This design comes from an exercise in tuning for small area on the open sky130 flow, not from production work. Only simulation tests tie the RTL to the original design; equivalence was not proved. The clock port is modelled as an ideal driver, which makes a skipped or thinned clock tree look cheaper than it is; a real chip needs a root buffer or a tree.

==> module top, before the edit <==
module top (
   input wire mclk,
   input wire rst,
   input wire sensor_clk,
   input wire detecto,
   output wire [1:0] filtro_sel,
   output wire pwm_out1,
   output wire pwm_out2,
   output wire motor1,
   output wire motor2,
   output wire motor3,
   output wire motor4,
   output wire motor5,
   output wire motor6,
   output wire motor7,
   output wire motor8
);
   assign filtro_sel = 2'b00;
   localparam ZZ = 3'b000, Z0 = 3'b001, Z1 = 3'b011, Z2 = 3'b010, Z3 = 3'b110, Z4 = 3'b111;
   reg [2:0] z;
   reg       p_red, p_green;        
   reg       c_red, c_green;        
   reg [13:0] sl;
   always @(posedge mclk)
      if (rst | ~sensor_clk) sl <= 14'd0;
      else sl <= {~sl[12:0], sl[0] ^ sl[13]};
   wire sd0 = ~sl[0] & sl[1] & sl[2] & ~sl[3] & sl[4] & ~sl[6] & ~sl[7] & ~sl[8] & ~sl[9] & ~sl[10] & sl[11] & ~sl[12];
   wire sd1 = ~sl[0] & ~sl[1] & sl[2] & ~sl[3] & sl[4] & ~sl[5] & ~sl[7] & sl[8] & sl[9] & sl[10] & ~sl[11] & ~sl[12];
   wire sd2 = ~sl[4] & sl[6] & sl[8] & ~sl[12];
   wire sd3 = sl[0] & sl[3] & sl[4] & ~sl[5] & sl[7] & ~sl[8] & sl[9] & ~sl[11] & sl[12] & ~sl[13];
   always @(posedge mclk) begin
      if (rst | ~sensor_clk)
         z <= ZZ;
      else begin
         z[0] <= ~z[1] | (z[0] & ~z[2] & ~sd1) | (z[2] & (z[0] | sd3));
         z[1] <= z[1] | (z[0] & sd0);
         z[2] <= z[2] | (z[1] & ~z[0] & sd2);
      end
   end
   always @(posedge mclk) begin
      if (rst) begin
         p_red <= 1'b0;
         p_green <= 1'b0;
      end else if (~sensor_clk && (z[0] | z[1])) begin
         p_red <= z[2] & ~z[0];
         p_green <= z[0] & z[1] & ~z[2];
      end
   end
   wire tmr_end;
   reg [17:0] tmr;
   always @(posedge mclk)
      if (rst | tmr_end) tmr <= 18'd0;
      else tmr <= {~tmr[16:0], tmr[0] ^ tmr[17]};
   wire tmr_last = ~tmr[0] & tmr[1] & ~tmr[2] & tmr[3] & tmr[4] & tmr[5] & tmr[6] & ~tmr[8] & ~tmr[9] & tmr[10] & tmr[11] & tmr[12] & ~tmr[13] & tmr[14] & tmr[15] & tmr[16] & ~tmr[17];
   assign tmr_end = tmr_last;
   always @(posedge mclk) begin
      if (rst) begin
         c_red <= 1'b0;
         c_green <= 1'b0;
      end else if (tmr_end) begin
         c_red <= p_red;
         c_green <= p_green;
      end
   end
   reg  [1:0] srt;
   wire       run = srt[1] | srt[0];
   wire [1:0] est = {srt[1] & ~srt[0], srt[0] & ~srt[1]};    
   wire       mc_end;
   reg [18:0] mc;
   always @(posedge mclk)
      if (rst | ~run | mc_end) mc <= 19'd0;
      else mc <= {~mc[17:0], mc[11] ^ mc[18]};
   wire mc_last = ~mc[0] & mc[1] & ~mc[2] & mc[3] & ~mc[4] & mc[5] & mc[6] & mc[7] & mc[8] & mc[10] & mc[11] & ~mc[12] & ~mc[13] & mc[14] & ~mc[15] & ~mc[16] & mc[17] & mc[18];
   assign mc_end = mc_last;
   always @(posedge mclk) begin
      if (rst)
         srt <= 2'b00;
      else if (!run) begin
         if (!detecto)
            srt <= {~c_red, ~c_green};
      end else if (mc_end)
         srt <= 2'b00;
   end
   wire pc_end;
   reg  f250, f500, pwm1, pwm2;
   reg [12:0] pc;
   always @(posedge mclk)
      if (rst | pc_end) pc <= 13'd0;
      else pc <= {~pc[11:0], pc[12] ^ (pc[5] & pc[11])};
   wire pc_last = ~pc[1] & pc[2] & pc[3] & pc[4] & pc[6] & ~pc[7] & ~pc[9] & pc[10] & ~pc[11];
   wire pc250 = pc[0] & ~pc[1] & ~pc[3] & ~pc[7] & pc[12];
   wire pc500 = pc[2] & pc[4] & ~pc[7] & pc[8] & pc[9] & pc[11];
   assign pc_end = pc_last;
   always @(posedge mclk) begin
      if (rst | pc_end) begin
         f250 <= 1'b1;
         f500 <= 1'b1;
      end else begin
         if (pc250) f250 <= 1'b0;
         if (pc500) f500 <= 1'b0;
      end
   end
   always @(posedge mclk) begin
      if (rst) begin
         pwm1 <= 1'b0;
         pwm2 <= 1'b0;
      end else begin
         pwm1 <= f250 | (f500 & ~est[0]);    
         pwm2 <= f250 | (f500 & ~est[1]);
      end
   end
   assign pwm_out1 = pwm1;
   assign pwm_out2 = pwm2;
   wire sc_end;
   reg [3:0] m;                     
   reg [7:0] sc;
   always @(posedge mclk)
      if (rst | sc_end) sc <= 8'd0;
      else sc <= {~sc[6:0], sc[7] ^ (sc[3] & ~sc[4])};
   wire sc_last = ~sc[0] & ~sc[1] & ~sc[2] & ~sc[4] & ~sc[5] & sc[7];
   assign sc_end = sc_last;
   always @(posedge mclk) begin
      if (rst)
         m <= 4'b0000;
      else if (sc_end) begin
         m[3] <= ~(m[2] | m[1]);
         m[2] <= (m[3] | m[2]) & ~(m[1] | m[0]);
         m[1] <= (m[2] | m[1]) & ~(m[0] | m[3]);
         m[0] <= (m[1] | m[0]) & ~(m[3] | m[2]);
      end
   end
   assign {motor4, motor3, motor2, motor1} = m;
   assign {motor8, motor7, motor6, motor5} = m;
endmodule
clock: 5.0 ns
lec_check: 0
cap_margin: 20
core_margin: 2
core_utilization: 70
place_density: 0.85
slew_margin: 20
standard.sh (not shown) runs the stock make flow with config.mk's settings and CLKGATE_MAP_FILE= SYNTH_SCRIPT=/design/flow/synth_recipe.tcl, a recipe that flattens the netlist after the stock synthesis.
==> flow/flow/run.sh <==
#!/bin/bash
# ORFS layout with three changes to the standard one:
#  - after the standard synthesis, flow/remap.tcl re-maps its combinational logic for area
#    with ABC's &nf mapper (two rounds); every flip-flop instance is kept as the standard
#    synthesis made it (same names, same cells);
#  - ports are buffered with sky130_fd_sc_hd__buf_1 instead of the default buffer;
#  - the clock tree is a single level of CLK_K clock buffers, each driving one equal-sized
#    placement cluster of registers, built by flow/clock_tree.tcl in place of TritonCTS;
#    each buffer starts as CLK_BUF and is sized up until its estimated slew is under
#    CLK_SLEW_TARGET ns.
# Each tool's output goes to a log file of its own in this folder.
set -euo pipefail
R=orfs/results/${FLOW_PLATFORM}/top/base
bash standard.sh synth > synth.log 2>&1
cp $R/1_2_yosys.v $R/1_2_yosys_standard.v
export REMAP_LIB=$FLOW_HOME/platforms/${FLOW_PLATFORM}/lib/sky130_fd_sc_hd__tt_025C_1v80.lib
export REMAP_DONT_USE="sky130_fd_sc_hd__probe_p_8 sky130_fd_sc_hd__probec_p_8 sky130_fd_sc_hd__lpflow_bleeder_1 sky130_fd_sc_hd__lpflow_clkbufkapwr_1 sky130_fd_sc_hd__lpflow_clkbufkapwr_16 sky130_fd_sc_hd__lpflow_clkbufkapwr_2 sky130_fd_sc_hd__lpflow_clkbufkapwr_4 sky130_fd_sc_hd__lpflow_clkbufkapwr_8 sky130_fd_sc_hd__lpflow_clkinvkapwr_1 sky130_fd_sc_hd__lpflow_clkinvkapwr_16 sky130_fd_sc_hd__lpflow_clkinvkapwr_2 sky130_fd_sc_hd__lpflow_clkinvkapwr_4 sky130_fd_sc_hd__lpflow_clkinvkapwr_8 sky130_fd_sc_hd__lpflow_decapkapwr_12 sky130_fd_sc_hd__lpflow_decapkapwr_3 sky130_fd_sc_hd__lpflow_decapkapwr_4 sky130_fd_sc_hd__lpflow_decapkapwr_6 sky130_fd_sc_hd__lpflow_decapkapwr_8 sky130_fd_sc_hd__lpflow_inputiso0n_1 sky130_fd_sc_hd__lpflow_inputiso0p_1 sky130_fd_sc_hd__lpflow_inputiso1n_1 sky130_fd_sc_hd__lpflow_inputiso1p_1 sky130_fd_sc_hd__lpflow_inputisolatch_1 sky130_fd_sc_hd__lpflow_isobufsrc_1 sky130_fd_sc_hd__lpflow_isobufsrc_16 sky130_fd_sc_hd__lpflow_isobufsrc_2 sky130_fd_sc_hd__lpflow_isobufsrc_4 sky130_fd_sc_hd__lpflow_isobufsrc_8 sky130_fd_sc_hd__lpflow_isobufsrckapwr_16 sky130_fd_sc_hd__lpflow_lsbuf_lh_hl_isowell_tap_1 sky130_fd_sc_hd__lpflow_lsbuf_lh_hl_isowell_tap_2 sky130_fd_sc_hd__lpflow_lsbuf_lh_hl_isowell_tap_4 sky130_fd_sc_hd__lpflow_lsbuf_lh_isowell_4 sky130_fd_sc_hd__lpflow_lsbuf_lh_isowell_tap_1 sky130_fd_sc_hd__lpflow_lsbuf_lh_isowell_tap_2 sky130_fd_sc_hd__lpflow_lsbuf_lh_isowell_tap_4 "
export REMAP_IN=$R/1_2_yosys_standard.v
export REMAP_OUT=$R/1_2_yosys.v
export REMAP_SCRIPT="+strash;&get,-n;&dch,-f;&nf,-R,1000;&put;strash;&get,-n;&dch,-f;&nf,-R,1000;&put"
YOSYS=$FLOW_HOME/../tools/install/yosys/bin/yosys
[ -x "$YOSYS" ] || YOSYS=yosys
"$YOSYS" -c flow/remap.tcl > remap.log 2>&1
bash standard.sh do-1_synth > synth_odb.log 2>&1
export BUFFER_PORTS_ARGS="-buffer_cell sky130_fd_sc_hd__buf_1"
export PRE_CTS_TCL="$PWD/flow/clock_tree.tcl"
export CLK_K=3
export CLK_BUF=sky130_fd_sc_hd__buf_8
export CLK_SLEW_TARGET=0.12
bash standard.sh finish > standard.log 2>&1
Other scripts of this flow, unchanged in this note and not shown: flow/flow/clock_tree.tcl, flow/flow/remap.tcl
==> next run, changes <==
--- a/flow/design.v
+++ b/flow/design.v
@@ -24,13 +24,13 @@
    always @(posedge mclk)
       if (rst | ~sensor_clk) sl <= 14'd0;
       else sl <= {~sl[12:0], sl[0] ^ sl[13]};
    wire sd0 = ~sl[0] & sl[1] & sl[2] & ~sl[3] & sl[4] & ~sl[6] & ~sl[7] & ~sl[8] & ~sl[9] & ~sl[10] & sl[11] & ~sl[12];
    wire sd1 = ~sl[0] & ~sl[1] & sl[2] & ~sl[3] & sl[4] & ~sl[5] & ~sl[7] & sl[8] & sl[9] & sl[10] & ~sl[11] & ~sl[12];
    wire sd2 = ~sl[4] & sl[6] & sl[8] & ~sl[12];
-   wire sd3 = sl[0] & sl[3] & sl[4] & ~sl[5] & sl[7] & ~sl[8] & sl[9] & ~sl[11] & sl[12] & ~sl[13];
+   wire sd3 = sl[0] & ~sl[1] & sl[3] & sl[4] & ~sl[5] & sl[7] & ~sl[8] & sl[9] & ~sl[11] & sl[12] & ~sl[13];
    always @(posedge mclk) begin
       if (rst | ~sensor_clk)
          z <= ZZ;
       else begin
          z[0] <= ~z[1] | (z[0] & ~z[2] & ~sd1) | (z[2] & (z[0] | sd3));
          z[1] <= z[1] | (z[0] & sd0);
@@ -48,13 +48,13 @@
    end
    wire tmr_end;
    reg [17:0] tmr;
    always @(posedge mclk)
       if (rst | tmr_end) tmr <= 18'd0;
       else tmr <= {~tmr[16:0], tmr[0] ^ tmr[17]};
-   wire tmr_last = ~tmr[0] & tmr[1] & ~tmr[2] & tmr[3] & tmr[4] & tmr[5] & tmr[6] & ~tmr[8] & ~tmr[9] & tmr[10] & tmr[11] & tmr[12] & ~tmr[13] & tmr[14] & tmr[15] & tmr[16] & ~tmr[17];
+   wire tmr_last = ~tmr[0] & tmr[1] & ~tmr[2] & tmr[3] & tmr[4] & tmr[5] & tmr[6] & ~tmr[7] & ~tmr[8] & ~tmr[9] & tmr[10] & tmr[11] & tmr[12] & ~tmr[13] & tmr[14] & tmr[15] & tmr[16] & ~tmr[17];
    assign tmr_end = tmr_last;
    always @(posedge mclk) begin
       if (rst) begin
          c_red <= 1'b0;
          c_green <= 1'b0;
       end else if (tmr_end) begin
@@ -83,16 +83,16 @@
    end
    wire pc_end;
    reg  f250, f500, pwm1, pwm2;
    reg [12:0] pc;
    always @(posedge mclk)
       if (rst | pc_end) pc <= 13'd0;
-      else pc <= {~pc[11:0], pc[12] ^ (pc[5] & pc[11])};
-   wire pc_last = ~pc[1] & pc[2] & pc[3] & pc[4] & pc[6] & ~pc[7] & ~pc[9] & pc[10] & ~pc[11];
-   wire pc250 = pc[0] & ~pc[1] & ~pc[3] & ~pc[7] & pc[12];
-   wire pc500 = pc[2] & pc[4] & ~pc[7] & pc[8] & pc[9] & pc[11];
+      else pc <= {~pc[11:0], ~(pc[2] ^ pc[12])};
+   wire pc_last = ~pc[1] & ~pc[2] & ~pc[3] & ~pc[4] & ~pc[5] & pc[6] & ~pc[7] & pc[8] & ~pc[9] & ~pc[10];
+   wire pc250 = ~pc[0] & ~pc[4] & pc[7] & pc[11] & ~pc[12];
+   wire pc500 = pc[0] & pc[3] & pc[4] & pc[5] & pc[6] & ~pc[8] & pc[9];
    assign pc_end = pc_last;
    always @(posedge mclk) begin
       if (rst | pc_end) begin
          f250 <= 1'b1;
          f500 <= 1'b1;
       end else begin
@@ -113,14 +113,14 @@
    assign pwm_out2 = pwm2;
    wire sc_end;
    reg [3:0] m;                     
    reg [7:0] sc;
    always @(posedge mclk)
       if (rst | sc_end) sc <= 8'd0;
-      else sc <= {~sc[6:0], sc[7] ^ (sc[3] & ~sc[4])};
-   wire sc_last = ~sc[0] & ~sc[1] & ~sc[2] & ~sc[4] & ~sc[5] & sc[7];
+      else sc <= {~sc[6:0], sc[1] ^ sc[2] ^ sc[5] ^ sc[7]};
+   wire sc_last = sc[0] & sc[1] & ~sc[2] & ~sc[4] & ~sc[6] & sc[7];
    assign sc_end = sc_last;
    always @(posedge mclk) begin
       if (rst)
          m <= 4'b0000;
       else if (sc_end) begin
          m[3] <= ~(m[2] | m[1]);
The changed run finished with timing, DRC and antenna clean.
Synthesized cell count falls slightly.
Register-to-register slack gets worse by 0.02 ns.
Fmax went down by about a fifth.
Worst setup slack degrades by 0.44 ns.
Wire length went up by roughly a tenth.
Sequential share of layout area is unchanged.
Final area stays the same.
First-iteration DRC count is higher by about a fifth.
Via count is about the same.
Clock skew barely changes.
Critical path depth does not change.
No run of this note takes its clock network from TritonCTS; it comes from the design's own scripts or RTL.

## separate check: timing with driven ports
The flow's constraints put no driver on any port. The routed layouts listed below were extracted and timed again, unchanged, in two steps. Step 1 assumes that a clkbuf_16 drives the clock port and a buf_2 every other input. Step 2 adds t to the input delays and takes it off the output delays; t is the mean of the earliest and latest rising clock arrival at the registers after step 1. Input paths then give back, and output paths get back, about the clock's delay inside the block. a / b / c = ideal ports / drivers / drivers and shift; a / b = the first two.
run | t (ns) | slack for setup (ns) | hold WS [ns]
the first run | 0.199 | 3.016 / 3.054 / 2.856 | 0.397 / 0.397 / 0.397
the second run | 0.206 | 2.580 / 2.614 / 2.409 | 0.392 / 0.392 / 0.392
After both steps setup and hold are still met in every run listed. For the second run, which loses most, drivers alone change the setup slack by +0.034 ns; drivers and shift together by -0.171 ns.
